Background: an optimization exercise with open tools, aiming at small area and a short achievable clock period. Do not read the settings as production practice.
In this exercise RTL edits were held to simulation tests only and were not proved equivalent to the original.

Setup of yarrow:
==> flow/design.v <==
module div_non_restore_pip #(parameter N = 16) (
	input          clk,
	input  [N-1:0] dividend,
	input  [N-1:0] divisor,
	output [N-1:0] quotient
);
	localparam H = N / 2;
	reg [N-1:0] R0, D0;
	reg [N:0]   R  [1:N-1];
	reg         QB [1:N-1];
	reg [N-1:0] D  [1:N-1];
	reg [N-1:0] Q  [1:N-1];
	reg [N-1:0] QO, QF;
	always @(posedge clk) begin
		R0 <= dividend;
		D0 <= divisor;
	end
	wire [N:0] r1 = {R0, 1'b0} - {1'b0, D0};
	always @(posedge clk) begin
		R[1]  <= r1;
		QB[1] <= ~r1[N];
		D[1]  <= D0;
		Q[1]  <= {N{1'b0}};
	end
	genvar s, j;
	generate
		for (s = 2; s <= N; s = s + 1) begin : stage
			wire        neg = R[s-1][N];
			wire        pos = QB[s-1];
			wire [N:0]  b;
			for (j = 0; j <= N; j = j + 1) begin : op
				wire dj = (j < N) ? D[s-1][j] : 1'b0;
				if (j < H) begin : lo
					assign b[j] = dj ^ pos;
				end else begin : hi
					assign b[j] = ~(dj ^ neg);
				end
			end
			wire [N:0] rn = {R[s-1][N-1:0], 1'b0} + b + {{N{1'b0}}, pos};
			if (s < N) begin : mid
				always @(posedge clk) begin
					R[s]  <= rn;
					QB[s] <= ~rn[N];
					D[s]  <= D[s-1];
					Q[s]  <= {Q[s-1][N-2:0], pos};
				end
			end else begin : last
				always @(posedge clk) begin
					QO <= {Q[N-1][N-3:0], pos, ~rn[N]};
					QF <= QO;
				end
			end
		end
	endgenerate
	assign quotient = QF;
endmodule
clock: 4.5 ns
lec_check: 0
cap_margin: 20
core_margin: 2
core_utilization: 55
cts_buf_list: sky130_fd_sc_hd__clkbuf_16
cts_cluster_diameter: 80
cts_cluster_size: 30
gpl_routability_driven: 0
place_density: 0.75
setup_slack_margin: 2.3
slew_margin: 20
tns_end_percent: 50
standard.sh (not shown) runs the stock make flow with config.mk's settings and CLKGATE_MAP_FILE= SYNTH_SCRIPT=/design/flow/synth_recipe.tcl, a recipe that flattens the netlist after the stock synthesis.
==> flow/flow/run.sh <==
#!/bin/bash
# Own flow: the standard layout, with the synthesis's final ABC mapping
# run from flow/abc.script (delay-oriented) instead of ORFS's abc_speed.script,
# and the port buffers made with buf_2 cells.
# flow/make_args, if present, holds extra make variable settings.
set -euo pipefail
W=$(pwd)
export MY_ABC_SCRIPT=$W/flow/abc.script
export MY_ABC_D=${MY_ABC_D:-1000}
export BUFFER_PORTS_ARGS="-buffer_cell sky130_fd_sc_hd__buf_2"
EXTRA=()
if [[ -f flow/make_args ]]; then read -r -a EXTRA < flow/make_args; fi
cat flow/abc_override.tcl synth_recipe.tcl > my_synth.tcl
sed "s#SYNTH_SCRIPT=[^ ]*#SYNTH_SCRIPT=$W/my_synth.tcl#" standard.sh > my_standard.sh
bash my_standard.sh "${EXTRA[@]}" finish > flow.log 2>&1
==> flow/flow/abc.script <==
&get -n
&st
&dch
&nf -p
&put
buffer -p
upsize {D}
dnsize {D}
==> flow/flow/abc_override.tcl <==
# Use our own ABC script and delay target for the final technology mapping
# (the generic abc inside yosys synth is unchanged).
proc abc {args} {
  set here [file dirname [file normalize [info script]]]
  set i [lsearch $args -script]
  if {$i >= 0} { lset args [expr {$i+1}] $::env(MY_ABC_SCRIPT) }
  set i [lsearch $args -D]
  if {$i >= 0} { lset args [expr {$i+1}] $::env(MY_ABC_D) } else { lappend args -D $::env(MY_ABC_D) }
  puts "abc (own script): $args"
  yosys abc {*}$args
}
==> flow/flow/make_args <==
ADDER_MAP_FILE=
## Diff of input files: indigo against yarrow
Settings: swapping 2.3 for 2.7 in SETUP_SLACK_MARGIN; clearing CTS_CLUSTER_SIZE, which used to be 30; clearing CTS_CLUSTER_DIAMETER, which used to be 80; clearing GPL_ROUTABILITY_DRIVEN, which used to be 0; clearing TNS_END_PERCENT, which used to be 50; clearing CTS_BUF_LIST, which used to be sky130_fd_sc_hd__clkbuf_16.
==> flow/flow/run.sh <==
#!/bin/bash
# Own flow: the standard layout, with the synthesis's final ABC mapping
# run from flow/abc.script (delay-oriented) instead of ORFS's abc_speed.script.
# flow/make_args, if present, holds extra make variable settings.
set -euo pipefail
W=$(pwd)
export MY_ABC_SCRIPT=$W/flow/abc.script
export MY_ABC_D=${MY_ABC_D:-1000}
EXTRA=()
if [[ -f flow/make_args ]]; then read -r -a EXTRA < flow/make_args; fi
cat flow/abc_override.tcl synth_recipe.tcl > my_synth.tcl
sed "s#SYNTH_SCRIPT=[^ ]*#SYNTH_SCRIPT=$W/my_synth.tcl#" standard.sh > my_standard.sh
bash my_standard.sh "${EXTRA[@]}" finish > flow.log 2>&1
==> comparison <==
indigo finished every step from synthesis to the final layout, and the layout passed the timing, DRC and antenna checks.
Delta (indigo minus yarrow): number of fillers in the final layout fell by 43%, final area rose about 38%.
Part of the Yosys area used for sequential elements: indigo vs yarrow identical
Reported for indigo and yarrow, max-capacitance violation count turned out identical to the last digit.
QB[6] as the launch point of the worst path was reported by yarrow, and R[7][16] by indigo.
Taking yarrow as the reference, in indigo sequential cell area grew by about 0.5%, worst setup slack before clock tree synthesis grew by 0.0067 ns, clock slew seen by the registers of the worst setup and hold paths shrank by 0.04 ns, met2 layer usage reported by global route grew by 15 points, count of clock-buffer cells in the layout grew by 260%.
Time the worst path needs with I/O delays and setup: indigo worse than yarrow
Input-level comparison between violet and indigo:
Settings: changing SETUP_SLACK_MARGIN from 2.7 to 2.3; setting CTS_CLUSTER_DIAMETER to 80 for the first time; setting CTS_CLUSTER_SIZE to 30 for the first time; setting CTS_BUF_LIST to sky130_fd_sc_hd__clkbuf_16 for the first time.
[summary]
When violet is set beside indigo, its first-pass GRT wire length turns out to be 21% smaller. Comparing violet against indigo, there is no change at all in global route total overflow. violet: flow completed, timing, DRC and antenna clean. Compared with indigo, violet shows a layout clock buffer count that is about 70% lower. Comparing indigo and violet, routed length on met1 is lower on violet.
The following lists how pepper was set up differently from violet:
Settings: CTS_BUF_LIST no longer set, was sky130_fd_sc_hd__clkbuf_16; CTS_CLUSTER_DIAMETER no longer set, was 80; SETUP_SLACK_MARGIN now 2.4, was 2.3; CTS_CLUSTER_SIZE no longer set, was 30.
removed: flow/flow/make_args
--- outcome ---
- pepper completed every stage of the flow, and the final layout passed the timing, DRC and antenna checks.
- Going from violet to pepper, sequential share of cell area shrinks by 9.0 points.
- Synthesized instance count delta for pepper relative to violet: about 6% lower
- Cell area on pepper is up relative to violet.

port drivers added, routing unchanged:
In the flow no input, the clock included, has a driving cell. The finished layouts below were timed again as built, in two steps. Step 1, drivers: a clkbuf_16 drives clk and a buf_2 each remaining input, both assumed. Step 2 adds t to the input delays and takes it off the output delays; t is the mean of the earliest and latest rising clock arrival at the registers after step 1. Input paths then give back, and output paths get back, about the clock's delay inside the block. Slacks: no drivers / after step 1 / after step 2; pairs: no drivers / after step 1.
| run | t (ns) | setup WS [ns] | latest minus earliest clock arrival (ns) | cell pins on the clock port's net |
|---|---|---|---|---|
| yarrow | 0.662 | 2.312 / 2.312 / 2.312 | 0.029 / 0.030 | 1 |
| indigo | 0.685 | 2.288 / 2.288 / 2.288 | 0.037 / 0.037 | 1 |
| violet | 0.677 | 2.320 / 2.320 / 2.320 | 0.014 / 0.014 | 1 |
| pepper | 0.672 | 2.222 / 2.222 / 2.222 | 0.028 / 0.028 | 1 |
After both steps setup and hold are still met in every run listed.
